From an optimization exercise on the open Yosys and OpenROAD flow, aimed at small area; shortcuts taken in it are not production practice.
The RTL was checked by simulation tests, not by an equivalence proof against the original design.
The clock port is modelled as an ideal driver; clocking choices that lean on that would not hold on a real chip.
Power is estimated from default activity; no workload was simulated.

==> flow/design.v <==
`timescale 1ns/1ps
module sentinel_core (
    input  logic        aclk,
    input  logic        aresetn,
    input  logic [63:0] s_axis_tdata,
    input  logic        s_axis_tvalid,
    input  logic        s_axis_tlast,
    output logic        s_axis_tready,
    output logic [63:0] m_axis_tdata,
    output logic        m_axis_tvalid,
    output logic        m_axis_tlast,
    input  logic        m_axis_tready,
    input  logic [31:0] s_axil_awaddr,
    input  logic        s_axil_awvalid,
    output logic        s_axil_awready,
    input  logic [31:0] s_axil_wdata,
    input  logic        s_axil_wvalid,
    output logic        s_axil_wready,
    output logic [1:0]  s_axil_bresp,
    output logic        s_axil_bvalid,
    input  logic        s_axil_bready,
    input  logic [31:0] s_axil_araddr,
    input  logic        s_axil_arvalid,
    output logic        s_axil_arready,
    output logic [31:0] s_axil_rdata,
    output logic [1:0]  s_axil_rresp,
    output logic        s_axil_rvalid,
    input  logic        s_axil_rready
);
    localparam logic [31:0] LIMIT_RST = 32'd1000;
    logic [31:0] ctrl_q;       
    logic        ctrl_f;
    logic [31:0] shadow_q;     
    logic        shadow_f;
    logic [31:0] alim_q;       
    logic        alim_f;
    logic [63:0] snap_q;       
    logic        snap_f;
    logic [31:0] vcount;
    logic        vpend;
    logic        awr;          
    logic        bvalid;
    logic        arr;
    logic        rvalid;
    logic [31:0] rdata;
    logic        valid_reg;
    logic        last_reg;
    logic [63:0] data_reg;
    logic [31:0] vcount_now;
    logic [3:0]  vbyte_ones;
    logic [3:0]  vbyte_cin;
    logic [8:0]  vcarry [4];
    always_comb begin
        for (int k = 0; k < 4; k++) vbyte_ones[k] = &vcount[8*k +: 8];
        vbyte_cin[0] = vpend;
        for (int k = 1; k < 4; k++) vbyte_cin[k] = vbyte_cin[k-1] & vbyte_ones[k-1];
        for (int k = 0; k < 4; k++) begin
            vcarry[k][0] = vbyte_cin[k];
            for (int i = 0; i < 8; i++) begin
                vcount_now[8*k+i] = vcount[8*k+i] ^ vcarry[k][i];
                vcarry[k][i+1]    = vcount[8*k+i] & vcarry[k][i];
            end
        end
    end
    wire wr      = awr & s_axil_awvalid & s_axil_wvalid;
    wire wr_ctrl = wr & (s_axil_awaddr[4:0] == 5'h00);
    wire wr_lim  = wr & (s_axil_awaddr[4:0] == 5'h04);
    always_ff @(posedge aclk or negedge aresetn) begin
        if (!aresetn) begin
            awr      <= 1'b0;
            bvalid   <= 1'b0;
            ctrl_f   <= 1'b0;
            shadow_f <= 1'b0;
        end else begin
            awr    <= ~awr & s_axil_awvalid & s_axil_wvalid;
            bvalid <= wr | (bvalid & ~s_axil_bready);
            if (wr_ctrl) ctrl_f   <= 1'b1;
            if (wr_lim)  shadow_f <= 1'b1;
        end
    end
    always_ff @(posedge aclk) begin
        if (wr_ctrl) ctrl_q   <= s_axil_wdata;
        if (wr_lim)  shadow_q <= s_axil_wdata;
    end
    wire enable = ~ctrl_f | ctrl_q[0];
    wire [4:0] ra = s_axil_araddr[4:0];
    wire ld_r  = ~rvalid;
    wire sel_c = ld_r & (ra == 5'h00);
    wire sel_l = ld_r & (ra == 5'h04);
    wire sel_v = ld_r & (ra == 5'h08);
    wire sel_s = ld_r & snap_f & (ra == 5'h0C);
    wire sel_h = ld_r & snap_f & (ra == 5'h10);
    wire sel_cq = sel_c & ctrl_f;
    wire sel_lq = sel_l & shadow_f;
    wire [31:0] rst_val = ({32{sel_c & ~ctrl_f}} & 32'd1) | ({32{sel_l & ~shadow_f}} & LIMIT_RST);
    wire [31:0] rnext = ({32{rvalid}} & rdata)
                      | ({32{sel_cq}} & ctrl_q)
                      | ({32{sel_lq}} & shadow_q)
                      | ({32{sel_v}} & vcount_now)
                      | ({32{sel_s}} & snap_q[31:0])
                      | ({32{sel_h}} & snap_q[63:32])
                      | rst_val;
    always_ff @(posedge aclk or negedge aresetn) begin
        if (!aresetn) begin
            arr    <= 1'b0;
            rvalid <= 1'b0;
        end else begin
            arr    <= ~arr & s_axil_arvalid;
            rvalid <= (arr & s_axil_arvalid & ~rvalid) | (rvalid & ~s_axil_rready);
        end
    end
    always_ff @(posedge aclk) rdata <= rnext;
    wire upd = (s_axis_tlast & s_axis_tvalid & m_axis_tready) | ~s_axis_tvalid | ~enable;
    always_ff @(posedge aclk or negedge aresetn) begin
        if (!aresetn) alim_f <= 1'b0;
        else if (upd) alim_f <= shadow_f;
    end
    always_ff @(posedge aclk) begin
        if (upd) alim_q <= shadow_q;
    end
    wire [39:0] amount = s_axis_tdata[39:0];
    wire hi_nz   = |amount[39:32];
    logic [31:0] g0, l0;
    logic [15:0] g1, l1;
    logic [7:0]  g2, l2;
    logic [3:0]  g3, l3;
    logic [1:0]  g4, l4;
    always_comb begin
        g0 = amount[31:0] & ~alim_q;
        l0 = ~amount[31:0] & alim_q;
        for (int i = 0; i < 16; i++) begin
            g1[i] = g0[2*i+1] | (~l0[2*i+1] & g0[2*i]);
            l1[i] = l0[2*i+1] | (~g0[2*i+1] & l0[2*i]);
        end
        for (int i = 0; i < 8; i++) begin
            g2[i] = g1[2*i+1] | (~l1[2*i+1] & g1[2*i]);
            l2[i] = l1[2*i+1] | (~g1[2*i+1] & l1[2*i]);
        end
        for (int i = 0; i < 4; i++) begin
            g3[i] = g2[2*i+1] | (~l2[2*i+1] & g2[2*i]);
            l3[i] = l2[2*i+1] | (~g2[2*i+1] & l2[2*i]);
        end
        for (int i = 0; i < 2; i++) begin
            g4[i] = g3[2*i+1] | (~l3[2*i+1] & g3[2*i]);
            l4[i] = l3[2*i+1] | (~g3[2*i+1] & l3[2*i]);
        end
    end
    wire gt_q    = hi_nz | g4[1] | (~l4[1] & g4[0]);
    wire gt_rst  = hi_nz | (amount[31:0] > LIMIT_RST);
    wire viol    = enable & (alim_f ? gt_q : gt_rst);
    wire ld      = m_axis_tready | ~valid_reg;
    wire snap_we = ld & s_axis_tvalid & viol;
    always_ff @(posedge aclk or negedge aresetn) begin
        if (!aresetn) begin
            valid_reg <= 1'b0;
            vcount    <= 32'd0;
            vpend     <= 1'b0;
            snap_f    <= 1'b0;
        end else begin
            if (ld) valid_reg <= s_axis_tvalid & ~viol;
            vcount <= vcount_now;
            vpend  <= snap_we;
            if (snap_we) snap_f <= 1'b1;
        end
    end
    always_ff @(posedge aclk) begin
        if (ld) begin
            data_reg <= s_axis_tdata;
            last_reg <= s_axis_tlast;
        end
        if (snap_we) snap_q <= s_axis_tdata;
    end
    assign s_axis_tready  = m_axis_tready;
    assign m_axis_tvalid  = valid_reg;
    assign m_axis_tdata   = data_reg;
    assign m_axis_tlast   = last_reg;
    assign s_axil_awready = awr;
    assign s_axil_wready  = awr;
    assign s_axil_bvalid  = bvalid;
    assign s_axil_bresp   = 2'b00;
    assign s_axil_arready = arr;
    assign s_axil_rvalid  = rvalid;
    assign s_axil_rdata   = rdata;
    assign s_axil_rresp   = 2'b00;
endmodule
==> flow/flow/run.sh <==
#!/bin/bash
# Standard ORFS layout, with the port buffers made of the smallest buffer cell
# and a clock tree of small clock buffers without dummy loads.
set -euo pipefail
export BUFFER_PORTS_ARGS="-buffer_cell sky130_fd_sc_hd__buf_1"
export CTS_ARGS="-sink_clustering_enable -repair_clock_nets -dont_use_dummy_load -buf_list sky130_fd_sc_hd__clkbuf_4 -sink_clustering_size 10 -sink_clustering_max_diameter 50"
bash standard.sh finish > make_finish.log 2>&1
==> flow/standard.sh <==
#!/bin/bash
# synth_recipe.tcl (not shown) runs the flow's synth.tcl, then flattens the netlist and writes it again
# the make line also repeats each setting of config.mk as NAME=value (left out here)
make -C /OpenROAD-flow-scripts/flow DESIGN_CONFIG=/design/flow/config.mk WORK_HOME=/design/flow/orfs CLKGATE_MAP_FILE= SYNTH_SCRIPT=/design/flow/synth_recipe.tcl "${@:-finish}"
==> flow/config.mk <==
export PLATFORM = sky130hd
export DESIGN_NAME = sentinel_core
export DESIGN_NICKNAME = sentinel_core
export VERILOG_FILES = /design/flow/design.v
export SDC_FILE = /design/flow/constraint.sdc
export NUM_CORES = 4
export LEC_CHECK = 0
export CAP_MARGIN = 0
export CORE_MARGIN = 2
export CORE_UTILIZATION = 40
export GPL_TIMING_DRIVEN = 0
export SLEW_MARGIN = 0
==> flow/constraint.sdc <==
create_clock -name core_clock -period 4.0 [get_ports {aclk}]
set_input_delay 0.8000 -clock core_clock [delete_from_list [all_inputs] [get_ports {aclk}]]
set_output_delay 0.8000 -clock core_clock [all_outputs]
set_load 0.01 [all_outputs]
==> impl_metrics.py, run 1 <==
metrics = {
    "status": {
        "outcome": "finished clean",
    },
    "synth": {
        "synth_cells": 668,
        "synth_ff_type": "edfxtp_1",
        "synth-simple-area-share_pct": 7.68,
        "synth-async-reset-ratio_pct": 14.0,
        "synthAdderAreaFrac_pct": 4.35,
        "synth_xor_area_share_pct": 0.318,
        "synthesis.area_um2": 11000,
        "yosys_warnings": 2,
        "synth_edf_count": 225,
        "synth_mux_area_share_pct": 0.193,
        "synth_top_family_by_area": "compound AO/OA/AOI/OAI gates",
        "avgSynthCellArea_um2": 16.5,
        "synth_seq_area_share_pct": 76.7,
        "synth_compound_area_share_pct": 8.45,
        "ys_types": 64,
        "ys_seq_elements": 299,
    },
    "job": {
        "cap_violations": 0,
    },
    "sta": {
        "fin_tns_setup_ns": 0,
        "drv_slew": 0,
        "fin_crit_sh_pct": 82.9,
        "grt_setup_unrepaired": "false",
        "period_minus_slack_ns": 3.32,
        "slew_headroom_pct": 33.5,
        "whs_ns": 0.151,
        "fmax_ghz": 0.301,
        "hold_viol_final": 0,
        "tightestPinTransition_ns": 0.998,
        "skew_ns": 0.0544,
        "final-setup-viol-count": 0,
    },
    "clock_network": {
        "hold_buffers": 0,
        "cts_tree": "built",
        "cts_resized": 0,
        "htree_num_levels": 2,
        "cts-root-buf": "clkbuf_4",
        "clk_latency_ns": 0.65,
        "clk_pin_slew_ns": 0.11,
        "cts_inserted_buffers": 38,
        "cts_setup_buffers": 0,
        "cts.sinks": 299,
        "clockBufferDepth": 3,
    },
    "routing": {
        "firstDrtPassIters": 6,
        "via_per_inst": 5.29,
        "wl_um": 27800,
        "postRouteAntennaNets": 0,
        "vias": 6792,
        "post_drt_wl_per_cell_um": 21.7,
        "drc": 0,
        "drt_iter0_drc": 463,
    },
    "worst_setup_path": {
        "worstSetupEndpointType": "flip-flop",
        "crit_buf_inv": 4,
        "cp_common_cell": "buf_8",
        "critPathArrivalTime_ns": 3.66,
        "cp_max_fo": 12,
        "cpPeakStageDelay_ns": 0.74,
        "critPathSlowestCell": "o31ai_4",
        "startpoint_type": "flip-flop",
        "path_class": "reg -> reg",
        "critPathRequiredTime_ns": 4.34,
        "worstPathCellList": "inv_2, a211oi_1, a2111oi_2, o2111a_2, o21ai_1, nor3b_1, o31ai_4, buf_8, buf_8, buf_8",
        "cp_top_family": "compound AO/OA/AOI/OAI gates",
    },
    "cells_and_area": {
        "area_growth_pct": 16.2,
        "layout-drive-gt1-share_pct": 9.99,
        "layout.nets": 1141,
    },
    "min_path": {
        "hp-class": "in -> async",
    },
    "die": {
        "rows": 60,
        "io_pins": 278,
        "die-area_um2": 28900,
        "die_w_um": 170,
        "initial_core_util_pct": 40.8,
        "die_h_um": 170,
        "core_um2": 27000,
    },
    "power_and_ir_drop": {
        "power_leakage_nw": 4.79,
        "vdd_drop_max_mv": 0.194,
        "p_per_area_nw_per_um2": 416,
    },
    "grt": {
        "grt_overflow": 0,
        "antenna_found_initial": 2,
        "grtUsageTotal_pct": 19.3,
        "grt_pass1_wl_um": 41200,
        "first_global_vias": 6810,
        "grt_start_max_net_pins": 68,
    },
    "placement": {
        "io_buffers": 219,
        "hpwl_um": 20000,
        "place.gp.congestion": 0.767,
    },
}
[synth_stat cells (3+ instances only)]
| cell | n | share of area (%) |
|---|---|---|
| a21oi_1 | 6 | 0.27 |
| a221o_1 | 4 | 0.36 |
| a221oi_1 | 3 | 0.24 |
| a222oi_1 | 27 | 2.5 |
| a22oi_1 | 33 | 2.3 |
| and2_1 | 4 | 0.23 |
| buf_2 | 10 | 0.45 |
| buf_4 | 7 | 0.48 |
| clkbuf_1 | 7 | 0.24 |
| dfrtp_1 | 42 | 9.5 |
| dfxtp_1 | 32 | 5.8 |
| edfxtp_1 | 225 | 61 |
| ha_1 | 28 | 3.2 |
| inv_1 | 23 | 0.78 |
| maj3_1 | 5 | 0.45 |
| maj3_2 | 7 | 0.72 |
| nand2_1 | 45 | 1.5 |
| nand2b_1 | 19 | 1.1 |
| nand3_1 | 33 | 1.5 |
| nand3b_1 | 3 | 0.20 |
| nand4_1 | 7 | 0.40 |
| nor2_1 | 10 | 0.34 |
| nor2b_1 | 13 | 0.74 |
| nor3_1 | 8 | 0.36 |
| nor4_1 | 3 | 0.17 |
| o211ai_1 | 3 | 0.20 |
| o21ai_0 | 8 | 0.36 |
| o21bai_1 | 3 | 0.20 |
| or4_1 | 5 | 0.34 |
| xor2_1 | 4 | 0.32 |
[final timing paths]
path                               start  cells after the start  slack (ns)    endpoint
max in group asynchronous        aresetn                      2        3.29  vcount[19]
min in group core_clock    s_axil_rready                      2        0.34      rvalid
setup reg to reg              alim_q[31]                     10        0.68  snap_q[40]
setup / recovery              alim_q[31]                     10        0.68  snap_q[40]
hold / removal                   aresetn                      1        0.15   vcount[4]
hold reg to reg               ctrl_q[27]                      2        0.39   rdata[27]
[logic make-up (layout without fill, tap and decap cells)]
family                     count (synthesis)  after routing
other                                      1              6
adders and majority gates                 40             40
muxes                                      2              2
and+or+nand+nor                          160            160
xor gates and xnor gates                   4              4
AOI/OAI and AO/OA                        111            111
buffers and inverters                     51            321
DFF                                      299            299
[routing by layer]
metal	GRT usage [%]	share of wire, %	up-vias
met3	4.98	7.0	33
met4	5.54	1.5	0
met5	0	0	-
met2	31.2	48	230
met1	25.9	43	3368
li1	-	-	3161
[area by class of cell]
type / count / area (µm²)
Fill cell: 2427 / 14200
Sequential cell: 299 / 8450
Multi-Input combinational cell: 321 / 2360
Timing Repair Buffer: 232 / 1020
Tap cell: 341 / 427
Clock buffer: 38 / 285
Buffer: 26 / 151
Inverter: 25 / 93.8
Antenna cell: 2 / 5.00
[power breakdown]
part | switching, mW | leakage [nW] | internal, mW
Sequential | 0.0603 | 3.03 | 3.49
Clock | 0.925 | 0.175 | 0.440
Combinational | 0.259 | 1.58 | 0.143
Total | 1.24 | 4.79 | 4.07
[metrics by stage]
stage / utilization [%] / instances / worst slack [ns] / power, mW / instance area, µm²
floorplan: - / 671 / -0.0504 / 3.80 / 11000
global placement: 45.6 / 1231 / -2.35 / 4.01 / 12300
detailed placement: 46.4 / 1244 / 0.0407 / 4.03 / 12500
CTS: 47.5 / 1282 / 0.653 / 5.39 / 12800
global route: 47.5 / 1283 / 0.379 / 5.55 / 12800
finish: 47.5 / 1284 / 0.683 / 5.32 / 12800
[cells in the final DEF (no fill, tap or decap), types with 11 or more instances in the layout]
cell type | synthesis | layout
nand2_1 | 45 | 45
clkbuf_4 | 0 | 38
buf_2 | 10 | 11
edfxtp_1 | 225 | 225
dfxtp_1 | 32 | 32
a22oi_1 | 33 | 33
nand3_1 | 33 | 32
dfrtp_1 | 42 | 42
a222oi_1 | 27 | 27
ha_1 | 28 | 28
buf_1 | 0 | 218
nand2b_1 | 19 | 18
inv_1 | 23 | 23
nor2b_1 | 13 | 13
==> run 2, diff against run 1 <==
--- a/flow/config.mk
+++ b/flow/config.mk
@@ -5,8 +5,8 @@
 export SDC_FILE = /design/flow/constraint.sdc
 export NUM_CORES = 4
 export LEC_CHECK = 0
-export CAP_MARGIN = 0
+export CAP_MARGIN = 20
 export CORE_MARGIN = 2
-export CORE_UTILIZATION = 40
+export CORE_UTILIZATION = 50
 export GPL_TIMING_DRIVEN = 0
-export SLEW_MARGIN = 0
+export SLEW_MARGIN = 20
==> impl_metrics.py, run 2 <==
metrics = {
    "status": {
        "outcome": "finished clean",
    },
    "sta": {
        "fin_crit_sh_pct": 87.1,
        "whs_ns": 0.105,
        "skew_ns": 0.0455,
        "grt_setup_unrepaired": "false",
        "tightestPinTransition_ns": 0.978,
        "fmax_ghz": 0.287,
        "drv_slew": 0,
        "final-setup-viol-count": 0,
        "slew_headroom_pct": 34.8,
        "hold_viol_final": 0,
        "layout_setup_ws_ns": 0.516,
        "period_minus_slack_ns": 3.48,
        "fin_tns_setup_ns": 0,
    },
    "die": {
        "core_um2": 21700,
        "die_w_um": 152,
        "die_h_um": 152,
        "rows": 54,
        "die-area_um2": 23200,
        "initial_core_util_pct": 50.8,
        "io_pins": 278,
    },
    "routing": {
        "postRouteAntennaNets": 0,
        "drt_iter0_drc": 628,
        "firstDrtPassIters": 7,
        "post_drt_wl_per_cell_um": 22.6,
        "wl_um": 27700,
        "vias": 7030,
        "via_per_inst": 5.75,
        "drc": 0,
    },
    "worst_setup_path": {
        "critPathArrivalTime_ns": 3.82,
        "r2r_cells": 8,
        "worstSetupEndpointType": "flip-flop",
        "cpPeakStageDelay_ns": 0.74,
        "cp_max_fo": 67,
        "critPathRequiredTime_ns": 4.33,
        "cp_top_family": "compound AO/OA/AOI/OAI gates",
        "timing.rr.end": "snap_q[34]",
        "startpoint_type": "flip-flop",
        "crit_buf_inv": 4,
        "cp_common_cell": "buf_8",
        "timing.rr.start": "valid_reg",
        "critPathSlowestCell": "o31ai_4",
        "reg2reg_slack_ns": 0.52,
        "worstPathCellList": "nand2b_4, nand2_1, a41o_1, o31ai_4, buf_8, buf_8, buf_6, buf_8",
        "path_class": "reg -> reg",
    },
    "synth": {
        "synth_seq_area_share_pct": 76.7,
        "synthesis.area_um2": 11000,
        "ys_top_cells_by_area": "edfxtp_1 (61%), dfrtp_1 (9.5%), dfxtp_1 (5.8%)",
        "ys_seq_elements": 299,
        "ys_types": 64,
        "synth_commonest_cells": "edfxtp_1 (225), nand2_1 (45), dfrtp_1 (42)",
        "synth.most_common_cell": "edfxtp_1",
        "yosys.area.top_type_share_pct": 61.4,
        "synth_ff_type": "edfxtp_1",
        "avgSynthCellArea_um2": 16.5,
        "yosys_warnings": 2,
        "synth_edf_count": 225,
        "synth-async-reset-ratio_pct": 14.0,
        "synth_cells": 668,
        "yosysTopAreaCell": "edfxtp_1",
    },
    "cells_and_area": {
        "layout_commonest_cell": "edfxtp_1",
        "layout.nets": 1141,
        "final_area_um2": 12700,
        "layout-drive-gt1-share_pct": 9.99,
        "layout_common_cells": "edfxtp_1 (225), buf_1 (218), nand2_1 (45), dfrtp_1 (42), clkbuf_4 (36)",
        "area_growth_pct": 15.4,
    },
    "power_and_ir_drop": {
        "internal-power_mw": 4.05,
        "power_leakage_nw": 4.78,
        "clkPwrFrac_pct": 25.3,
        "swShare_pct": 23.7,
        "comb_power_share_pct": 7.8,
        "vdd_drop_max_mv": 0.225,
        "finalPower_mw": 5.31,
        "p_switching_mw": 1.26,
        "p_per_area_nw_per_um2": 418,
        "power_frac_seq_pct": 66.9,
    },
    "grt": {
        "grt_pass1_wl_um": 42200,
        "antenna_found_initial": 2,
        "grt_overflow": 0,
        "grt_start_max_net_pins": 68,
        "grtUsageTotal_pct": 23.9,
        "first_global_vias": 7219,
    },
    "placement": {
        "place.gp.congestion": 0.854,
        "hpwl_um": 19900,
        "placed_cell_area_um2": 12400,
        "io_buffers": 219,
        "dp_slack_ns": -0.188,
    },
    "job": {
        "cap_violations": 0,
    },
    "clock_network": {
        "clk_latency_ns": 0.64,
        "cts_resized": 0,
        "cts-root-buf": "clkbuf_4",
        "cts_inserted_buffers": 36,
        "hold_buffers": 0,
        "cts_setup_buffers": 0,
        "clk_pin_slew_ns": 0.11,
        "htree_num_levels": 2,
        "clockBufferDepth": 3,
        "cts_tree": "built",
        "cts.sinks": 299,
    },
    "min_path": {
        "hp-class": "in -> async",
    },
}
run 2: cell counts after synthesis:
Identical to the previous run, type by type.
run 2: kinds of logic after synthesis:
group                      share of synthesized area (%)
and+or+nand+nor                                     7.68
DFF                                                 76.7
xor gates and xnor gates                           0.318
other                                             0.0341
buffers and inverters                               2.23
muxes                                              0.193
adders and majority gates                           4.35
AOI/OAI and AO/OA                                   8.45
run 2: area by class of cell:
| class | count | area [µm²] |
|---|---|---|
| multi-input combinational | 321 | 2360 |
| timing repair buffer | 234 | 1020 |
| fill | 1790 | 8990 |
| tap | 280 | 350 |
| antenna | 2 | 5.00 |
| clock buffer | 36 | 270 |
| buffer | 26 | 151 |
| sequential | 299 | 8450 |
| inverter | 25 | 93.8 |
run 2: worst reg2reg max path, delay by kind of cell (launching register included):
kind	cells	cell delay, ns
AO/OA/AOI/OAI	2	1.05
buffers and inverters	4	0.81
flip-flops	1	0.44
AND/OR/NAND/NOR	2	0.87
run 2: metal layers:
layer	track usage (%)	share of wire (%)	routed length, µm
met4	5.61	1.7	461
met1	33.3	43	11800
met3	5.52	8.4	2310
met2	38.7	47	13100
met5	0	0	0
run 2: power by group through the flow:
stage          Combinational (mW)  Clock (mW)  Sequential (mW)
5_1_grt                     0.455        1.50             3.57
6_report                    0.414        1.34             3.56
3_5_place_dp                0.416           0             3.62
4_1_cts                     0.418        1.39             3.56
2_1_floorplan               0.164           0             3.64
3_3_place_gp                0.388           0             3.62
run 2: through the flow:
step,utilization (%),std cells
after floorplan,-,671
after global placement,56.3,1170
after detailed placement,57.3,1185
after CTS,58.5,1221
after global routing,58.5,1223
final,58.5,1223
run 2: worst max path at each step:
stage	from	endpoint	cells after the start
after global placement	s_axil_awaddr[1]	ctrl_f	4
after floorplan	s_axil_awaddr[1]	ctrl_q[0]	2
after detailed placement	m_axis_tready	snap_q[35]	9
after CTS	valid_reg	snap_q[34]	8
after global routing	valid_reg	snap_q[34]	8
final	valid_reg	snap_q[34]	8
==> run 3, diff against run 2 <==
--- a/flow/config.mk
+++ b/flow/config.mk
@@ -7,6 +7,6 @@
 export LEC_CHECK = 0
 export CAP_MARGIN = 20
 export CORE_MARGIN = 2
-export CORE_UTILIZATION = 50
+export CORE_UTILIZATION = 40
 export GPL_TIMING_DRIVEN = 0
 export SLEW_MARGIN = 20
==> impl_metrics.py, run 3 <==
metrics = {
    "grt": {
        "first_global_vias": 6757,
        "antenna_found_initial": 4,
        "grt_start_max_net_pins": 68,
        "grt_pass1_wl_um": 40900,
        "grtUsageTotal_pct": 19.2,
        "grt_overflow": 0,
    },
    "sta": {
        "period_minus_slack_ns": 3.32,
        "hold_viol_final": 0,
        "fin_tns_setup_ns": 0,
        "fmax_ghz": 0.302,
        "drv_slew": 0,
        "slew_headroom_pct": 34.7,
        "layout_setup_ws_ns": 0.683,
        "final-setup-viol-count": 0,
        "grt_setup_unrepaired": "false",
        "fin_crit_sh_pct": 82.9,
        "tightestPinTransition_ns": 0.979,
        "whs_ns": 0.152,
        "skew_ns": 0.0620,
    },
    "placement": {
        "hpwl_um": 19900,
        "io_buffers": 219,
        "dp_cells": 1246,
        "place.gp.congestion": 0.767,
        "placed_cell_area_um2": 12500,
        "dp_slack_ns": 0.0249,
    },
    "routing": {
        "firstDrtPassIters": 6,
        "drt_iter0_drc": 668,
        "vias": 6836,
        "post_drt_wl_per_cell_um": 21.6,
        "drc": 0,
        "via_per_inst": 5.31,
        "wl_um": 27800,
        "postRouteAntennaNets": 0,
    },
    "synth": {
        "synth_commonest_cells": "edfxtp_1 (225), nand2_1 (45), dfrtp_1 (42)",
        "synthesis.area_um2": 11000,
        "yosys.area.top_type_share_pct": 61.4,
        "synth.most_common_cell": "edfxtp_1",
        "synth_cells": 668,
        "synth_edf_count": 225,
        "avgSynthCellArea_um2": 16.5,
        "synth_ff_type": "edfxtp_1",
        "yosysTopAreaCell": "edfxtp_1",
        "synth-async-reset-ratio_pct": 14.0,
        "ys_top_cells_by_area": "edfxtp_1 (61%), dfrtp_1 (9.5%), dfxtp_1 (5.8%)",
        "ys_types": 64,
        "yosys_warnings": 2,
        "synth_seq_area_share_pct": 76.7,
        "ys_seq_elements": 299,
    },
    "status": {
        "outcome": "finished clean",
    },
    "power_and_ir_drop": {
        "power_leakage_nw": 4.79,
        "vdd_drop_max_mv": 0.234,
        "comb_power_share_pct": 7.5,
        "power_frac_seq_pct": 66.8,
        "p_per_area_nw_per_um2": 416,
        "clkPwrFrac_pct": 25.7,
        "p_switching_mw": 1.24,
        "swShare_pct": 23.4,
        "internal-power_mw": 4.07,
        "finalPower_mw": 5.31,
    },
    "min_path": {
        "hp-class": "in -> async",
    },
    "worst_setup_path": {
        "cp_common_cell": "buf_8",
        "path_class": "reg -> reg",
        "critPathArrivalTime_ns": 3.67,
        "crit_buf_inv": 4,
        "cpPeakStageDelay_ns": 0.72,
        "critPathSlowestCell": "o31ai_4",
        "critPathRequiredTime_ns": 4.35,
        "cp_max_fo": 12,
        "worstSetupEndpointType": "flip-flop",
        "timing.rr.end": "snap_q[35]",
        "timing.rr.start": "alim_q[31]",
        "reg2reg_slack_ns": 0.68,
        "r2r_cells": 10,
        "cp_top_family": "compound AO/OA/AOI/OAI gates",
        "startpoint_type": "flip-flop",
        "worstPathCellList": "inv_2, a211oi_1, a2111oi_2, o2111a_2, o21ai_1, nor3b_1, o31ai_4, buf_8, buf_8, buf_8",
    },
    "clock_network": {
        "htree_num_levels": 2,
        "cts_setup_buffers": 0,
        "cts.sinks": 299,
        "cts_inserted_buffers": 38,
        "clk_latency_ns": 0.64,
        "hold_buffers": 0,
        "cts_resized": 0,
        "clk_pin_slew_ns": 0.11,
        "cts-root-buf": "clkbuf_4",
        "clockBufferDepth": 3,
        "cts_tree": "built",
    },
    "die": {
        "initial_core_util_pct": 40.8,
        "die-area_um2": 28900,
        "rows": 60,
        "core_um2": 27000,
        "die_h_um": 170,
        "die_w_um": 170,
        "io_pins": 278,
    },
    "cells_and_area": {
        "layout-drive-gt1-share_pct": 10.2,
        "final_area_um2": 12800,
        "layout_commonest_cell": "edfxtp_1",
        "layout_common_cells": "edfxtp_1 (225), buf_1 (218), nand2_1 (45), dfrtp_1 (42), clkbuf_4 (38)",
        "final_util_pct": 47.4,
        "fill_cells": 2417,
        "fin_cells": 1287,
        "area_growth_pct": 16.1,
        "layout.nets": 1143,
    },
    "job": {
        "cap_violations": 0,
    },
}
-- run 3: logic make-up after synthesis --
| logic type | count (synthesis) | share of synthesized area [%] |
|---|---|---|
| other | 1 | 0.0341 |
| AND/OR/NAND/NOR | 160 | 7.68 |
| AO/OA/AOI/OAI | 111 | 8.45 |
| adder cells (fa/ha/maj) | 40 | 4.35 |
| XOR/XNOR | 4 | 0.318 |
| flip-flops | 299 | 76.7 |
| buffers and inverters | 51 | 2.23 |
| multiplexers | 2 | 0.193 |
-- run 3: per-layer routing --
metal	vias up	GRT usage [%]	part of all wire (%)
met3	35	4.88	7.1
met4	0	5.43	1.6
li1	3165	-	-
met2	264	31.1	48
met1	3372	25.7	43
met5	-	0	0
-- run 3: how the worst max path moves through the flow --
| stage | endpoint | slack (ns) | cells past startpoint | from |
|---|---|---|---|---|
| 4_1_cts | rdata[31] | 0.64 | 15 | vcount[2] |
| 5_1_grt | rdata[31] | 0.43 | 15 | vcount[2] |
| 3_3_place_gp | ctrl_f | -2.35 | 4 | s_axil_awaddr[1] |
| 3_5_place_dp | snap_q[1] | 0.02 | 10 | s_axis_tdata[29] |
| 2_1_floorplan | ctrl_q[0] | -0.05 | 2 | s_axil_awaddr[1] |
| 6_report | snap_q[35] | 0.68 | 10 | alim_q[31] |
-- run 3: layout make-up --
cell class	count	area, µm²	area share (%)
Tap cell	341	427	3.34
Inverter	25	93.8	0.734
Timing Repair Buffer	234	1000	7.84
Multi-Input combinational cell	321	2360	18.5
Buffer	26	151	1.18
Clock buffer	38	285	2.23
Antenna cell	3	7.51	0.0588
Sequential cell	299	8450	66.1
-- run 3: power groups by stage --
| stage | logic, mW | clock network [mW] | registers [mW] |
|---|---|---|---|
| 2_1_floorplan | 0.164 | 0 | 3.64 |
| 3_3_place_gp | 0.387 | 0 | 3.62 |
| 3_5_place_dp | 0.406 | 0 | 3.62 |
| 4_1_cts | 0.407 | 1.42 | 3.55 |
| 5_1_grt | 0.449 | 1.53 | 3.57 |
| 6_report | 0.398 | 1.36 | 3.55 |
==> run 4, diff against run 3 <==
==> flow/flow/run.sh (replaced) <==
#!/bin/bash
# Standard ORFS layout, with the port buffers made of the smallest buffer cell
# and a clock tree of small clock buffers without dummy loads.
set -euo pipefail
export BUFFER_PORTS_ARGS="-buffer_cell sky130_fd_sc_hd__buf_1"
export CTS_ARGS="-sink_clustering_enable -repair_clock_nets -dont_use_dummy_load -buf_list sky130_fd_sc_hd__clkbuf_8 -sink_clustering_size 20 -sink_clustering_max_diameter 60"
bash standard.sh finish > make_finish.log 2>&1
==> impl_metrics.py, run 4 <==
metrics = {
    "status": {
        "outcome": "finished clean",
    },
    "sta": {
        "hold_viol_final": 0,
        "tightestPinTransition_ns": 0.980,
        "fmax_ghz": 0.291,
        "final-setup-viol-count": 0,
        "slew_headroom_pct": 34.7,
        "skew_ns": 0.0728,
        "grt_setup_unrepaired": "false",
        "period_minus_slack_ns": 3.44,
        "fin_crit_sh_pct": 85.9,
        "drv_slew": 0,
    },
    "power_and_ir_drop": {
        "swShare_pct": 22.7,
        "finalPower_mw": 5.36,
        "power_leakage_nw": 4.78,
        "power_frac_seq_pct": 66.2,
        "internal-power_mw": 4.15,
        "clkPwrFrac_pct": 26.4,
        "p_per_area_nw_per_um2": 419,
        "p_switching_mw": 1.22,
        "comb_power_share_pct": 7.4,
        "vdd_drop_max_mv": 0.264,
    },
    "synth": {
        "synth_seq_area_share_pct": 76.7,
        "synth-simple-area-share_pct": 7.68,
        "yosysTopAreaCell": "edfxtp_1",
        "yosys.area.top_type_share_pct": 61.4,
        "ys_seq_elements": 299,
        "synth-async-reset-ratio_pct": 14.0,
        "synthAdderAreaFrac_pct": 4.35,
        "synth_cells": 668,
        "yosys_warnings": 2,
        "synth_commonest_cells": "edfxtp_1 (225), nand2_1 (45), dfrtp_1 (42)",
        "synth_top_family_by_area": "compound AO/OA/AOI/OAI gates",
        "synth.most_common_cell": "edfxtp_1",
        "synth_xor_area_share_pct": 0.318,
        "synth_compound_area_share_pct": 8.45,
        "synthesis.area_um2": 11000,
        "synth_mux_area_share_pct": 0.193,
        "avgSynthCellArea_um2": 16.5,
        "ys_types": 64,
        "ys_top_cells_by_area": "edfxtp_1 (61%), dfrtp_1 (9.5%), dfxtp_1 (5.8%)",
        "synth_edf_count": 225,
        "synth_ff_type": "edfxtp_1",
    },
    "placement": {
        "io_buffers": 219,
        "place.gp.congestion": 0.767,
        "placed_cell_area_um2": 12500,
        "hpwl_um": 19900,
    },
    "cells_and_area": {
        "layout-drive-gt1-share_pct": 8.73,
        "layout_common_cells": "edfxtp_1 (225), buf_1 (218), nand2_1 (45), dfrtp_1 (42), a22oi_1 (33)",
        "area_growth_pct": 16.3,
        "fill_cells": 2392,
        "final_util_pct": 47.5,
        "layout_commonest_cell": "edfxtp_1",
        "final_area_um2": 12800,
        "layout.nets": 1128,
    },
    "worst_setup_path": {
        "reg2reg_slack_ns": 0.62,
        "cpPeakStageDelay_ns": 0.73,
        "cp_top_family": "compound AO/OA/AOI/OAI gates",
        "worstSetupEndpointType": "flip-flop",
        "r2r_cells": 10,
        "timing.rr.start": "alim_q[31]",
        "cp_common_cell": "buf_8",
        "path_class": "in -> reg",
        "critPathRequiredTime_ns": 4.24,
        "startpoint_type": "input pin",
        "critPathArrivalTime_ns": 3.67,
        "worstPathCellList": "buf_1, nand2b_1, a2111oi_2, o2111a_2, o21ai_1, nor3b_1, o31ai_4, buf_8, buf_8, buf_8",
        "critPathSlowestCell": "o31ai_4",
        "setup.worst_path.start": "s_axis_tdata[29]",
        "crit_cells": 10,
        "crit_buf_inv": 4,
        "crit_path_end": "snap_q[1]",
        "cp_max_fo": 12,
        "timing.rr.end": "snap_q[1]",
    },
    "routing": {
        "vias": 6713,
        "drc": 0,
        "post_drt_wl_per_cell_um": 21.6,
        "via_per_inst": 5.29,
        "firstDrtPassIters": 6,
        "wl_um": 27500,
        "postRouteAntennaNets": 0,
        "drt_iter0_drc": 643,
    },
    "clock_network": {
        "cts_tree": "built",
        "cts_setup_buffers": 0,
        "clk_latency_ns": 0.58,
        "clockBufferDepth": 3,
        "cts.sinks": 299,
        "cts_inserted_buffers": 23,
        "htree_num_levels": 1,
        "cts-root-buf": "clkbuf_8",
        "clk_pin_slew_ns": 0.12,
        "cts_resized": 0,
        "hold_buffers": 0,
    },
    "job": {
        "cap_violations": 0,
    },
    "grt": {
        "grt_pass1_wl_um": 40300,
        "grt_start_max_net_pins": 68,
        "first_global_vias": 6641,
        "grt_overflow": 0,
        "antenna_found_initial": 2,
        "grtUsageTotal_pct": 18.8,
    },
    "die": {
        "die-area_um2": 28900,
        "initial_core_util_pct": 40.8,
        "core_um2": 27000,
        "die_h_um": 170,
        "rows": 60,
        "die_w_um": 170,
        "io_pins": 278,
    },
    "min_path": {
        "hp-class": "in -> async",
    },
}
==> run 4: cell counts after synthesis <==
No cell type changed its count.
==> run 4: per-layer routing <==
metal	GRT usage, %	wire length (µm)	up-vias
met4	5.05	622	0
met5	0	0	-
li1	-	-	3116
met1	25.5	12000	3335
met2	30.9	13100	227
met3	4.02	1740	35
==> run 4: area by class of cell <==
type	instances	area, µm²	share of cell area, %
buffer	26	151	1.18
tap	341	427	3.33
multi-input combinational	321	2360	18.5
sequential	299	8450	66.0
timing repair buffer	234	1000	7.83
antenna	1	2.50	0.0195
inverter	25	93.8	0.733
clock buffer	23	317	2.47
==> run 4: logic make-up (layout without fill, tap and decap cells) <==
logic type | Yosys count | after routing
buffers and inverters | 51 | 308
AND/OR/NAND/NOR | 160 | 160
XOR/XNOR | 4 | 4
adder cells (fa/ha/maj) | 40 | 40
AO/OA/AOI/OAI | 111 | 111
multiplexers | 2 | 2
other | 1 | 5
flip-flops | 299 | 299
==> run 4: worst min path at each step <==
stage                      from   endpoint  depth (start not counted)
finish                  aresetn  vcount[4]                          1
global route            aresetn  vcount[4]                          1
CTS                     aresetn  vcount[4]                          1
detailed placement  shadow_q[6]  alim_q[6]                          0
global placement    shadow_q[5]  alim_q[5]                          0
floorplan           shadow_q[5]  alim_q[5]                          0
==> run 4: power groups by stage <==
stage,Combinational (mW),Sequential [mW],Clock (mW)
floorplan,0.164,3.64,0
CTS,0.407,3.55,1.47
global placement,0.387,3.62,0
global route,0.449,3.57,1.56
detailed placement,0.406,3.62,0
finish,0.398,3.55,1.41
==> run 4: per-stage QoR <==
step | setup WS (ns) | cells | setup TNS [ns] | hold slack (ns)
2_1_floorplan | -0.0504 | 671 | -3.23 | 0.421
3_3_place_gp | -2.35 | 1231 | -262.76 | 0.428
3_5_place_dp | 0.0249 | 1246 | 0 | 0.436
4_1_cts | 0.605 | 1269 | 0 | 0.190
5_1_grt | 0.404 | 1270 | 0 | 0.229
6_report | 0.564 | 1270 | 0 | 0.213
==> run 5, diff against run 4 <==
==> flow/flow/run.sh (replaced) <==
#!/bin/bash
# Standard ORFS layout, with the port buffers made of the smallest buffer cell,
# a clock tree of small clock buffers without dummy loads, and the synthesis
# buffers removed at floorplan (placement-aware repair re-buffers as needed).
set -euo pipefail
export BUFFER_PORTS_ARGS="-buffer_cell sky130_fd_sc_hd__buf_1"
export CTS_ARGS="-sink_clustering_enable -repair_clock_nets -dont_use_dummy_load -buf_list sky130_fd_sc_hd__clkbuf_4 -sink_clustering_size 10 -sink_clustering_max_diameter 50"
export REMOVE_ABC_BUFFERS=1
bash standard.sh finish > make_finish.log 2>&1
==> impl_metrics.py, run 5 <==
metrics = {
    "status": {
        "outcome": "finished clean",
    },
    "clock_network": {
        "clk_pin_slew_ns": 0.11,
        "cts_setup_buffers": 0,
        "clk_latency_ns": 0.65,
        "cts.sinks": 299,
        "hold_buffers": 0,
        "htree_num_levels": 2,
        "clockBufferDepth": 3,
        "cts-root-buf": "clkbuf_4",
        "cts_inserted_buffers": 38,
        "cts_tree": "built",
        "cts_resized": 0,
    },
    "placement": {
        "hpwl_um": 19600,
        "io_buffers": 219,
        "place.gp.congestion": 0.785,
        "dp_cells": 1231,
        "dp_slack_ns": 0.190,
    },
    "synth": {
        "synth_seq_area_share_pct": 76.7,
        "synthesis.area_um2": 11000,
        "yosys_warnings": 2,
        "synth-async-reset-ratio_pct": 14.0,
        "synth_cells": 668,
        "yosys.area.top_type_share_pct": 61.4,
        "synth_edf_count": 225,
        "ys_top_cells_by_area": "edfxtp_1 (61%), dfrtp_1 (9.5%), dfxtp_1 (5.8%)",
        "synth_commonest_cells": "edfxtp_1 (225), nand2_1 (45), dfrtp_1 (42)",
        "synth_ff_type": "edfxtp_1",
        "avgSynthCellArea_um2": 16.5,
        "ys_seq_elements": 299,
        "synth.most_common_cell": "edfxtp_1",
        "ys_types": 64,
        "yosysTopAreaCell": "edfxtp_1",
    },
    "cells_and_area": {
        "area_growth_pct": 16.8,
        "layout.nets": 1128,
        "regArea_um2": 8450,
        "fill_cells": 2396,
        "layout_common_cells": "edfxtp_1 (225), buf_1 (218), nand2_1 (45), dfrtp_1 (41), clkbuf_4 (38)",
        "final_util_pct": 47.7,
        "layout_commonest_cell": "edfxtp_1",
        "layout-drive-gt1-share_pct": 10.1,
        "fin_cells": 1271,
        "multi_input_area_um2": 2380,
    },
    "sta": {
        "drv_slew": 0,
        "hold_viol_final": 0,
        "skew_ns": 0.0871,
        "fin_crit_sh_pct": 85.0,
        "grt_setup_unrepaired": "false",
        "final-setup-viol-count": 0,
        "layout_setup_ws_ns": 0.601,
        "fin_tns_setup_ns": 0,
        "tightestPinTransition_ns": 0.730,
        "fmax_ghz": 0.294,
        "slew_headroom_pct": 51.1,
        "period_minus_slack_ns": 3.40,
    },
    "power_and_ir_drop": {
        "swShare_pct": 23.3,
        "clkPwrFrac_pct": 25.6,
        "power_leakage_nw": 4.77,
        "internal-power_mw": 4.08,
        "p_switching_mw": 1.24,
        "finalPower_mw": 5.32,
        "power_frac_seq_pct": 66.9,
        "p_per_area_nw_per_um2": 414,
        "vdd_drop_max_mv": 0.188,
        "comb_power_share_pct": 7.5,
    },
    "grt": {
        "first_global_vias": 6816,
        "grt_start_max_net_pins": 39,
        "grt_overflow": 0,
        "grtUsageTotal_pct": 18.4,
        "grt_pass1_wl_um": 39800,
        "antenna_found_initial": 3,
    },
    "die": {
        "initial_core_util_pct": 40.8,
        "rows": 60,
        "core_um2": 27000,
        "io_pins": 278,
        "die_h_um": 170,
        "die-area_um2": 28900,
        "die_w_um": 170,
    },
    "worst_setup_path": {
        "path_class": "reg -> reg",
        "cp_max_fo": 2,
        "critPathArrivalTime_ns": 3.89,
        "critPathRequiredTime_ns": 4.49,
        "worstSetupEndpointType": "flip-flop",
        "startpoint_type": "flip-flop",
    },
    "min_path": {
        "hp-class": "in -> async",
    },
    "routing": {
        "via_per_inst": 5.42,
        "vias": 6891,
        "post_drt_wl_per_cell_um": 21.0,
        "drt_iter0_drc": 635,
        "wl_um": 26700,
        "drc": 0,
        "postRouteAntennaNets": 0,
        "firstDrtPassIters": 5,
    },
    "job": {
        "cap_violations": 0,
    },
}
==> run 5: path summary, 6_finish.rpt <==
path                                  startpoint    endpoint  slack, ns  cells past startpoint
max in group asynchronous                aresetn      rvalid       3.32                      2
worst min register to register      shadow_q[20]  alim_q[20]       0.43                      0
worst max register to register         vcount[2]   rdata[30]       0.60                     14
min in group core_clock         s_axil_wdata[13]  ctrl_q[13]       0.35                      1
worst max-delay path                   vcount[2]   rdata[30]       0.60                     14
worst min-delay path                     aresetn  vcount[15]       0.09                      1
==> run 5: cell type report <==
cell class | count | share of cell area [%]
flip-flops and latches | 299 | 65.7
multi-input cells | 321 | 18.5
repair buffers | 245 | 9.43
well taps | 341 | 3.32
clock buffers | 38 | 2.22
inverters | 25 | 0.730
diodes | 2 | 0.0389
==> run 5: power by group through the flow <==
stage                     sequential [mW]  clock [mW]  combinational [mW]
final                                3.56        1.36               0.399
after global routing                 3.57        1.55               0.441
after CTS                            3.56        1.43               0.406
after detailed placement             3.63           0               0.404
after global placement               3.65           0               0.363
after floorplan                      3.65           0               0.147
==> run 5: worst max-delay path, cell delays in order, from the launching register on <==
cell	delay, ns
dfrtp_1	0.37
nand4_1	0.11
nor3_1	0.40
inv_1	0.08
nor3_1	0.61
and2_1	0.25
ha_1	0.16
ha_1	0.15
ha_1	0.15
ha_1	0.15
ha_1	0.14
ha_1	0.14
ha_1	0.23
a222oi_1	0.24
nand3_1	0.10
==> run 5: per-layer routing <==
metal  up-vias  GRT usage [%]  part of all wire (%)
li1       3136              -                     -
met1      3459           24.1                    42
met2       253           30.7                    48
met3        41           4.47                   7.6
met4         2           5.28                   2.1
met5         -              0                 0.049
==> run 5: kinds of logic (layout without fill, tap and decap cells) <==
group	count (synthesis)	in the layout	share of synthesized area [%]
flops	299	299	76.7
buf+inv	51	308	2.23
other cells	1	6	0.0341
fa+ha+maj	40	40	4.35
simple gates	160	160	7.68
mux	2	2	0.193
xor+xnor	4	4	0.318
compound gates	111	111	8.45
==> run 5: metrics by stage <==
step | instance area [µm²] | hold WS, ns
floorplan | 10900 | 0.421
finish | 12900 | 0.0857
global route | 12900 | 0.0629
global placement | 12100 | 0.426
CTS | 12900 | 0.0426
detailed placement | 12600 | 0.432
==> run 6, diff against run 5 <==
==> flow/flow/run.sh (replaced) <==
#!/bin/bash
# Standard ORFS layout, with the port buffers made of the smallest buffer cell,
# a clock tree of small clock buffers without dummy loads, and gates with
# spare setup slack downsized after CTS (flow/recover_area.tcl).
set -euo pipefail
export BUFFER_PORTS_ARGS="-buffer_cell sky130_fd_sc_hd__buf_1"
export CTS_ARGS="-sink_clustering_enable -repair_clock_nets -dont_use_dummy_load -buf_list sky130_fd_sc_hd__clkbuf_4 -sink_clustering_size 10 -sink_clustering_max_diameter 50"
export POST_CTS_TCL="$PWD/flow/recover_area.tcl"
bash standard.sh finish > make_finish.log 2>&1
==> flow/flow/recover_area.tcl (new file) <==
# After CTS: downsize gates on paths that have setup slack to spare, then
# legalize the placement again.
log_cmd estimate_parasitics -placement
log_cmd repair_timing -recover_power 100 -verbose
set result [catch { detailed_placement } msg]
if { $result != 0 } {
  error "Detailed placement after area recovery failed: $msg"
}
check_placement -verbose
==> impl_metrics.py, run 6 <==
metrics = {
    "worst_setup_path": {
        "critPathArrivalTime_ns": 4.00,
        "worstPathCellList": "clkbuf_1, nand2b_1, a2111oi_0, o2111a_1, o21ai_1, nor3b_1, o31ai_4, buf_8, buf_8, buf_8",
        "critPathSlowestCell": "a2111oi_0",
        "critPathRequiredTime_ns": 4.34,
        "cp_common_cell": "buf_8",
        "cp_max_fo": 12,
        "path_class": "in -> reg",
        "startpoint_type": "input pin",
        "worstSetupEndpointType": "flip-flop",
        "cpPeakStageDelay_ns": 0.76,
    },
    "sta": {
        "slew_headroom_pct": 34.7,
        "period_minus_slack_ns": 3.66,
        "fmax_ghz": 0.274,
        "fin_crit_sh_pct": 91.4,
        "drv_slew": 0,
        "grt_setup_unrepaired": "false",
        "hold_viol_final": 0,
        "skew_ns": 0.0602,
        "final-setup-viol-count": 0,
        "tightestPinTransition_ns": 0.980,
        "whs_ns": 0.159,
    },
    "status": {
        "outcome": "finished clean",
    },
    "routing": {
        "wl_um": 27800,
        "via_per_inst": 5.29,
        "drc": 0,
        "postRouteAntennaNets": 0,
        "drt_iter0_drc": 664,
        "vias": 6808,
        "post_drt_wl_per_cell_um": 21.6,
        "firstDrtPassIters": 6,
    },
    "grt": {
        "grtUsageTotal_pct": 19.2,
        "grt_overflow": 0,
        "grt_pass1_wl_um": 40900,
        "first_global_vias": 6762,
        "antenna_found_initial": 4,
        "grt_start_max_net_pins": 68,
    },
    "placement": {
        "place.gp.congestion": 0.767,
        "io_buffers": 219,
        "dp_cells": 1246,
        "hpwl_um": 19900,
    },
    "clock_network": {
        "cts_tree": "built",
        "clk_latency_ns": 0.64,
        "cts.sinks": 299,
        "clk_pin_slew_ns": 0.11,
    },
    "synth": {
        "synth-async-reset-ratio_pct": 14.0,
        "yosys_warnings": 2,
        "synth_commonest_cells": "edfxtp_1 (225), nand2_1 (45), dfrtp_1 (42)",
        "yosysTopAreaCell": "edfxtp_1",
        "avgSynthCellArea_um2": 16.5,
        "synth_ff_type": "edfxtp_1",
        "synth_seq_area_share_pct": 76.7,
        "synth_edf_count": 225,
        "ys_types": 64,
        "yosys.area.top_type_share_pct": 61.4,
        "synth_cells": 668,
        "synthesis.area_um2": 11000,
        "ys_top_cells_by_area": "edfxtp_1 (61%), dfrtp_1 (9.5%), dfxtp_1 (5.8%)",
        "synth.most_common_cell": "edfxtp_1",
        "ys_seq_elements": 299,
    },
    "power_and_ir_drop": {
        "finalPower_mw": 5.31,
        "vdd_drop_max_mv": 0.234,
        "power_leakage_nw": 4.72,
        "p_per_area_nw_per_um2": 419,
    },
    "job": {
        "cap_violations": 0,
    },
    "die": {
        "initial_core_util_pct": 40.8,
        "core_um2": 27000,
        "rows": 60,
        "die_w_um": 170,
        "io_pins": 278,
        "die-area_um2": 28900,
        "die_h_um": 170,
    },
    "cells_and_area": {
        "layout_common_cells": "edfxtp_1 (225), buf_1 (206), nand2_1 (45), dfrtp_1 (42), clkbuf_4 (40)",
        "layout.nets": 1143,
        "fin_cells": 1287,
        "layout_commonest_cell": "edfxtp_1",
        "layout-drive-gt1-share_pct": 8.48,
        "final_util_pct": 47.0,
        "area_growth_pct": 15.1,
    },
    "min_path": {
        "hp-class": "in -> async",
    },
}
run 6: cell types whose count changed in the layout (fill, tap and decap cells not counted), moves of 4 or more:
cell / delta
clkbuf_1: +29
buf_16: -6
nor3_1: +4
buf_1: -12
nor3_2: -4
buf_2: +7
buf_4: -5
clkbuf_2: +4
run 6: where the power goes:
group	switching, mW	internal (mW)	leakage, nW
logic	0.255	0.134	1.51
clock network	0.925	0.440	0.175
registers	0.0603	3.49	3.03
run 6: stage by stage:
stage               cell area [µm²]  TNS (ns)  worst slack [ns]
finish                        12700         0             0.344
global route                  12700         0             0.117
detailed placement            12500         0            0.0249
global placement              12300   -262.76             -2.35
floorplan                     11000     -3.23           -0.0504
run 6: final timing paths:
path | start | end | slack (ns) | cells past startpoint
worst max-delay path | s_axis_tdata[29] | snap_q[35] | 0.34 | 10
max in group asynchronous | aresetn | vcount[17] | 2.77 | 2
worst min register to register | snap_q[59] | rdata[27] | 0.41 | 2
worst min-delay path | aresetn | vcount[5] | 0.16 | 1
worst max register to register | alim_q[31] | snap_q[35] | 0.35 | 10
min in group core_clock | s_axil_bready | bvalid | 0.34 | 2
run 6: worst max-delay path: cells and delay by family:
| kind | cells | cell delay [ns] |
|---|---|---|
| compound gates | 4 | 1.98 |
| simple gates | 2 | 0.31 |
| buf+inv | 4 | 0.89 |
run 6: metal layers:
metal / share of wire [%] / global-route usage (%) / vias to the layer above
met2: 48 / 31.1 / 249
met3: 6.8 / 4.91 / 33
met1: 43 / 25.7 / 3361
li1: - / - / 3165
met5: 0 / 0 / -
met4: 1.7 / 5.46 / 0
run 6: area by class of cell:
| class | count | area, µm² |
|---|---|---|
| clock buffers | 38 | 285 |
| flip-flops and latches | 299 | 8450 |
| multi-input cells | 321 | 2330 |
| well taps | 341 | 427 |
| fillers | 2435 | 14300 |
| diodes | 3 | 7.51 |
| inverters | 25 | 93.8 |
| plain buffers | 26 | 149 |
| repair buffers | 234 | 928 |
run 6: cells by family (layout without fill, tap and decap cells):
kind of cell / Yosys count / count (layout) / synth area share [%]
AND/OR/NAND/NOR: 160 / 160 / 7.68
multiplexers: 2 / 2 / 0.193
XOR/XNOR: 4 / 4 / 0.318
AO/OA/AOI/OAI: 111 / 111 / 8.45
flip-flops: 299 / 299 / 76.7
buffers and inverters: 51 / 323 / 2.23
adder cells (fa/ha/maj): 40 / 40 / 4.35
other: 1 / 7 / 0.0341
==> run 7, diff against run 6 <==
==> flow/flow/run.sh (replaced) <==
#!/bin/bash
# Standard ORFS layout, with the port buffers made of the smallest buffer cell,
# a clock tree of small clock buffers without dummy loads, and gates with
# spare setup slack downsized after placement repair and after CTS
# (flow/recover_area.tcl).
set -euo pipefail
export BUFFER_PORTS_ARGS="-buffer_cell sky130_fd_sc_hd__buf_1"
export CTS_ARGS="-sink_clustering_enable -repair_clock_nets -dont_use_dummy_load -buf_list sky130_fd_sc_hd__clkbuf_4 -sink_clustering_size 10 -sink_clustering_max_diameter 50"
export POST_RESIZE_TCL="$PWD/flow/recover_area.tcl"
export POST_CTS_TCL="$PWD/flow/recover_area.tcl"
bash standard.sh finish > make_finish.log 2>&1
==> impl_metrics.py, run 7 <==
metrics = {
    "cells_and_area": {
        "layout-drive-gt1-share_pct": 8.27,
        "layout.nets": 1143,
        "layout_common_cells": "edfxtp_1 (225), buf_1 (206), nand2_1 (45), dfrtp_1 (42), clkbuf_4 (40)",
        "layout_commonest_cell": "edfxtp_1",
        "final_area_um2": 12700,
        "fill_cells": 2444,
        "area_growth_pct": 15.0,
    },
    "routing": {
        "via_per_inst": 5.32,
        "drt_iter0_drc": 608,
        "firstDrtPassIters": 6,
        "postRouteAntennaNets": 0,
        "post_drt_wl_per_cell_um": 21.6,
        "wl_um": 27700,
        "drc": 0,
        "vias": 6846,
    },
    "clock_network": {
        "clk_pin_slew_ns": 0.11,
        "cts.sinks": 299,
        "clk_latency_ns": 0.65,
        "cts_tree": "built",
    },
    "worst_setup_path": {
        "crit_buf_inv": 2,
        "cp_max_fo": 13,
        "worstSetupEndpointType": "flip-flop",
        "critPathArrivalTime_ns": 3.85,
        "critPathRequiredTime_ns": 4.23,
        "startpoint_type": "input pin",
        "worstPathCellList": "clkbuf_1, nand2b_1, a2111oi_2, o2111a_1, o21ai_0, nor3b_1, o31ai_4, clkbuf_1",
        "critPathSlowestCell": "clkbuf_1",
        "cp_common_cell": "clkbuf_1",
        "path_class": "in -> reg",
        "cpPeakStageDelay_ns": 0.72,
        "cp_top_family": "compound AO/OA/AOI/OAI gates",
    },
    "power_and_ir_drop": {
        "swShare_pct": 23.6,
        "p_switching_mw": 1.25,
        "clkPwrFrac_pct": 25.9,
        "p_per_area_nw_per_um2": 420,
        "vdd_drop_max_mv": 0.256,
        "comb_power_share_pct": 7.3,
        "internal-power_mw": 4.06,
        "power_leakage_nw": 4.71,
        "power_frac_seq_pct": 66.8,
    },
    "sta": {
        "skew_ns": 0.0612,
        "slew_headroom_pct": 34.8,
        "fmax_ghz": 0.276,
        "grt_setup_unrepaired": "false",
        "layout_setup_ws_ns": 0.378,
        "fin_crit_sh_pct": 90.5,
        "tightestPinTransition_ns": 0.977,
        "hold_viol_final": 0,
        "final-setup-viol-count": 0,
        "period_minus_slack_ns": 3.62,
        "drv_slew": 0,
    },
    "synth": {
        "synth_ff_type": "edfxtp_1",
        "synth.most_common_cell": "edfxtp_1",
        "ys_types": 64,
        "avgSynthCellArea_um2": 16.5,
        "synth_edf_count": 225,
        "yosys.area.top_type_share_pct": 61.4,
        "synth-async-reset-ratio_pct": 14.0,
        "synth_commonest_cells": "edfxtp_1 (225), nand2_1 (45), dfrtp_1 (42)",
        "ys_seq_elements": 299,
        "yosysTopAreaCell": "edfxtp_1",
        "synth_seq_area_share_pct": 76.7,
        "synth_cells": 668,
        "yosys_warnings": 2,
        "ys_top_cells_by_area": "edfxtp_1 (61%), dfrtp_1 (9.5%), dfxtp_1 (5.8%)",
        "synthesis.area_um2": 11000,
    },
    "status": {
        "outcome": "finished clean",
    },
    "die": {
        "rows": 60,
        "initial_core_util_pct": 40.8,
        "io_pins": 278,
        "die_h_um": 170,
        "die-area_um2": 28900,
        "die_w_um": 170,
        "core_um2": 27000,
    },
    "grt": {
        "grt_start_max_net_pins": 68,
        "antenna_found_initial": 3,
        "grtUsageTotal_pct": 19.0,
        "grt_overflow": 0,
        "grt_pass1_wl_um": 40600,
        "first_global_vias": 6661,
    },
    "placement": {
        "io_buffers": 219,
        "dp_slack_ns": 0.00528,
        "hpwl_um": 19900,
        "placed_cell_area_um2": 12400,
        "place.gp.congestion": 0.767,
    },
    "min_path": {
        "hp-class": "in -> async",
    },
    "job": {
        "cap_violations": 0,
    },
}
[run 7: area by class of cell]
type,count,area (µm²),area share [%]
tap,341,427,3.37
inverter,25,93.8,0.741
buffer,26,148,1.17
antenna,2,5.00,0.0395
clock buffer,38,285,2.25
sequential,299,8450,66.7
multi-input combinational,321,2340,18.5
timing repair buffer,234,913,7.21
[run 7: power by group through the flow]
stage                     clock (mW)  sequential [mW]  combinational (mW)
after global placement             0             3.62               0.387
after detailed placement           0             3.62               0.396
after global routing            1.52             3.57               0.437
final                           1.38             3.55               0.389
after floorplan                    0             3.64               0.164
[run 7: path summary, 6_finish.rpt]
path	start	endpoint	slack [ns]	depth (start not counted)
min in group core_clock	s_axil_rready	rvalid	0.32	2
max in group asynchronous	aresetn	vcount[17]	2.79	2
worst min register to register	snap_q[59]	rdata[27]	0.42	2
worst min-delay path	aresetn	vcount[1]	0.14	1
worst max-delay path	s_axis_tdata[29]	snap_q[10]	0.38	8
worst max register to register	alim_q[31]	snap_q[10]	0.39	8
[run 7: per-layer routing]
layer	global-route usage, %	up-vias	wire length (µm)
met5	0	-	0
met4	5.28	0	493
met3	4.88	37	2000
met2	30.4	275	13100
met1	26.0	3371	12200
li1	-	3163	-
[run 7: per-stage QoR]
stage                     util (%)  total power, mW  TNS, ns  hold WS [ns]  std cells
after floorplan                  -             3.80    -3.23         0.421        671
after global placement        45.6             4.01  -262.76         0.428       1231
after detailed placement      45.9             4.02        0         0.436       1246
after global routing          47.0             5.53        0         0.154       1286
final                         47.0             5.32        0         0.142       1286
[run 7: cells by family (layout without fill, tap and decap cells)]
family | Yosys count | in the layout | synth area share, %
and+or+nand+nor | 160 | 160 | 7.68
adders and majority gates | 40 | 40 | 4.35
DFF | 299 | 299 | 76.7
xor gates and xnor gates | 4 | 4 | 0.318
other | 1 | 6 | 0.0341
buffers and inverters | 51 | 323 | 2.23
AOI/OAI and AO/OA | 111 | 111 | 8.45
muxes | 2 | 2 | 0.193
==> run 8, diff against run 7 <==
==> flow/flow/run.sh (replaced) <==
#!/bin/bash
# Standard ORFS layout, with the port buffers made of the smallest buffer cell,
# a clock tree of small clock buffers without dummy loads, placement repair
# kept to small buffers (flow/small_bufs.tcl), and gates with spare setup
# slack downsized after CTS (flow/recover_area.tcl).
set -euo pipefail
export BUFFER_PORTS_ARGS="-buffer_cell sky130_fd_sc_hd__buf_1"
export CTS_ARGS="-sink_clustering_enable -repair_clock_nets -dont_use_dummy_load -buf_list sky130_fd_sc_hd__clkbuf_4 -sink_clustering_size 10 -sink_clustering_max_diameter 50"
export PRE_RESIZE_TCL="$PWD/flow/small_bufs.tcl"
export POST_CTS_TCL="$PWD/flow/recover_area.tcl"
bash standard.sh finish > make_finish.log 2>&1
==> flow/flow/small_bufs.tcl (new file) <==
# Keep placement repair to the smaller buffers: it then builds buffer trees
# of small cells instead of single large ones.
set_dont_use [get_lib_cells {sky130_fd_sc_hd__buf_6 sky130_fd_sc_hd__buf_8 sky130_fd_sc_hd__buf_12 sky130_fd_sc_hd__buf_16 sky130_fd_sc_hd__bufbuf_8 sky130_fd_sc_hd__bufbuf_16}]
==> impl_metrics.py, run 8 <==
metrics = {
    "synth": {
        "synthesis.area_um2": 11000,
        "synth_edf_count": 225,
        "synth_top_family_by_area": "compound AO/OA/AOI/OAI gates",
        "synth_xor_area_share_pct": 0.318,
        "synth_ff_type": "edfxtp_1",
        "ys_seq_elements": 299,
        "avgSynthCellArea_um2": 16.5,
        "synth_seq_area_share_pct": 76.7,
        "ys_top_cells_by_area": "edfxtp_1 (61%), dfrtp_1 (9.5%), dfxtp_1 (5.8%)",
        "yosysTopAreaCell": "edfxtp_1",
        "synth-simple-area-share_pct": 7.68,
        "synth_commonest_cells": "edfxtp_1 (225), nand2_1 (45), dfrtp_1 (42)",
        "yosys_warnings": 2,
        "synth_mux_area_share_pct": 0.193,
        "yosys.area.top_type_share_pct": 61.4,
        "synth_compound_area_share_pct": 8.45,
        "synth-async-reset-ratio_pct": 14.0,
        "synth_cells": 668,
        "ys_types": 64,
        "synthAdderAreaFrac_pct": 4.35,
        "synth.most_common_cell": "edfxtp_1",
    },
    "placement": {
        "place.gp.congestion": 0.767,
        "hpwl_um": 19900,
        "io_buffers": 219,
    },
    "sta": {
        "skew_ns": 0.0443,
        "fmax_ghz": 0.294,
        "period_minus_slack_ns": 3.40,
        "hold_viol_final": 0,
        "fin_crit_sh_pct": 85.1,
        "tightestPinTransition_ns": 0.990,
        "final-setup-viol-count": 0,
        "fin_tns_setup_ns": 0,
        "drv_slew": 0,
        "grt_setup_unrepaired": "false",
        "slew_headroom_pct": 34.0,
    },
    "routing": {
        "via_per_inst": 5.30,
        "post_drt_wl_per_cell_um": 21.5,
        "vias": 6808,
        "wl_um": 27600,
        "postRouteAntennaNets": 0,
        "firstDrtPassIters": 5,
        "route.top_layer_used": "met4",
        "drc": 0,
        "wl_met3_um": 2130,
        "met2_length_um": 13100,
        "drt_iter0_drc": 613,
        "wl_met1_um": 12000,
    },
    "clock_network": {
        "cts.sinks": 299,
        "clk_pin_slew_ns": 0.11,
        "clk_latency_ns": 0.65,
        "cts_tree": "built",
    },
    "worst_setup_path": {
        "critPathSlowestCell": "nand2b_4",
        "cp_max_fo": 67,
        "cpPeakStageDelay_ns": 0.74,
        "startpoint_type": "flip-flop",
        "critPathRequiredTime_ns": 4.23,
        "timing.rr.start": "valid_reg",
        "critPathArrivalTime_ns": 3.64,
        "setup.worst_path.start": "valid_reg",
        "worstPathCellList": "nand2b_4, nand2_1, a41o_1, nor2_1, o2111ai_1, o21bai_1, o31ai_4, clkbuf_1",
        "path_class": "reg -> reg",
        "worstSetupEndpointType": "flip-flop",
    },
    "cells_and_area": {
        "layout.nets": 1143,
        "layout_commonest_cell": "edfxtp_1",
        "regArea_um2": 8450,
        "area_growth_pct": 14.9,
        "fill_cells": 2440,
        "layout-drive-gt1-share_pct": 8.48,
        "final_util_pct": 46.9,
        "layout_common_cells": "edfxtp_1 (225), buf_1 (205), nand2_1 (45), dfrtp_1 (42), clkbuf_4 (39)",
        "multi_input_area_um2": 2340,
    },
    "die": {
        "initial_core_util_pct": 40.8,
        "rows": 60,
        "io_pins": 278,
        "die_h_um": 170,
        "die_w_um": 170,
        "die-area_um2": 28900,
        "core_um2": 27000,
    },
    "grt": {
        "antenna_found_initial": 2,
        "grtUsageTotal_pct": 19.1,
        "grt_pass1_wl_um": 40500,
        "grt_start_max_net_pins": 68,
        "first_global_vias": 6654,
        "grt_overflow": 0,
    },
    "job": {
        "cap_violations": 0,
    },
    "status": {
        "outcome": "finished clean",
    },
    "power_and_ir_drop": {
        "swShare_pct": 23.6,
        "clkPwrFrac_pct": 25.9,
        "comb_power_share_pct": 7.3,
        "power_frac_seq_pct": 66.8,
        "internal-power_mw": 4.06,
        "vdd_drop_max_mv": 0.208,
        "p_per_area_nw_per_um2": 420,
        "p_switching_mw": 1.25,
        "power_leakage_nw": 4.70,
    },
    "min_path": {
        "hp-class": "in -> async",
    },
}
[run 8: cell families (layout without fill, tap and decap cells)]
kind of cell	after synthesis	after routing
and+or+nand+nor	160	160
AOI/OAI and AO/OA	111	111
xor gates and xnor gates	4	4
other	1	5
muxes	2	2
buffers and inverters	51	323
DFF	299	299
adders and majority gates	40	40
[run 8: worst max-delay path: cells and delay by family (launching register included)]
family	cells	cell delay, ns
flops	1	0.44
simple gates	3	1.00
buf+inv	1	0.68
compound gates	4	0.87
[run 8: worst paths after layout]
path / endpoint / slack (ns) / depth (start not counted)
min: vcount[1] / 0.14 / 1
min in group core_clock: bvalid / 0.32 / 2
max: snap_q[59] / 0.60 / 8
max in group asynchronous: vcount[20] / 2.80 / 2
max reg2reg: snap_q[59] / 0.60 / 8
min reg2reg: rdata[27] / 0.41 / 2
[run 8: metrics by stage]
step	hold slack [ns]	std cells	instance area, µm²	power (mW)	worst slack (ns)
6_report	0.140	1285	12600	5.32	0.596
5_1_grt	0.161	1285	12600	5.54	0.311
3_5_place_dp	0.436	1246	12400	4.02	0.0571
3_3_place_gp	0.428	1231	12300	4.01	-2.35
2_1_floorplan	0.421	671	11000	3.80	-0.0504
[run 8: cell type report]
cell class                      count  area share [%]
Sequential cell                   299            66.8
Multi-Input combinational cell    321            18.5
Timing Repair Buffer              234            7.10
Tap cell                          341            3.37
Clock buffer                       38            2.26
Buffer                             26            1.17
Inverter                           25           0.742
Antenna cell                        1          0.0198
[run 8: power by group through the flow]
stage	registers, mW	logic (mW)	clock network [mW]
2_1_floorplan	3.64	0.164	0
3_3_place_gp	3.62	0.387	0
3_5_place_dp	3.62	0.396	0
5_1_grt	3.57	0.437	1.54
6_report	3.55	0.386	1.38
[run 8: metal layers]
metal,up-vias,track usage (%)
met4,0,4.53
met5,-,0
met3,33,4.98
met1,3350,25.9
li1,3157,-
met2,268,30.8

afterwards: timing with drivers on the ports:
The results above use ideal ports. As a check the final layouts listed here were re-extracted and re-timed, cells and wires unchanged.
Step 1 (the two cells are an assumption about what drives the block):
set clk [get_ports {aclk}]
set_driving_cell -lib_cell sky130_fd_sc_hd__clkbuf_16 $clk
set_driving_cell -lib_cell sky130_fd_sc_hd__buf_2 [delete_from_list [all_inputs] $clk]
Step 2 also shifts input and output timing later by t, the mid clock arrival at the registers, as if the neighbouring blocks saw the same clock.
Three values: ideal, step 1, step 2; two values: the first two.
run	shift t [ns]	slack for setup (ns)	worst setup path at the end	latest minus earliest clock arrival (ns)
run 1	0.657	0.683 / 0.683 / 0.035	input to register	0.054 / 0.055
run 2	0.667	0.516 / 0.516 / -0.109	input to register	0.046 / 0.046
run 3	0.651	0.683 / 0.683 / 0.049	input to register	0.062 / 0.062
run 4	0.585	0.564 / 0.574 / -0.010	input to register	0.073 / 0.073
run 5	0.644	0.601 / 0.601 / 0.181	input to register	0.087 / 0.088
run 6	0.643	0.344 / 0.346 / -0.293	input to register	0.061 / 0.061
run 7	0.660	0.378 / 0.386 / -0.275	input to register	0.061 / 0.061
run 8	0.661	0.596 / 0.596 / -0.038	input to register	0.045 / 0.046
With both steps, setup timing fails in 5 of these runs, where it was met with ideal ports. For run 7, which loses most, drivers alone change the setup slack by +0.008 ns; drivers and shift together by -0.653 ns.
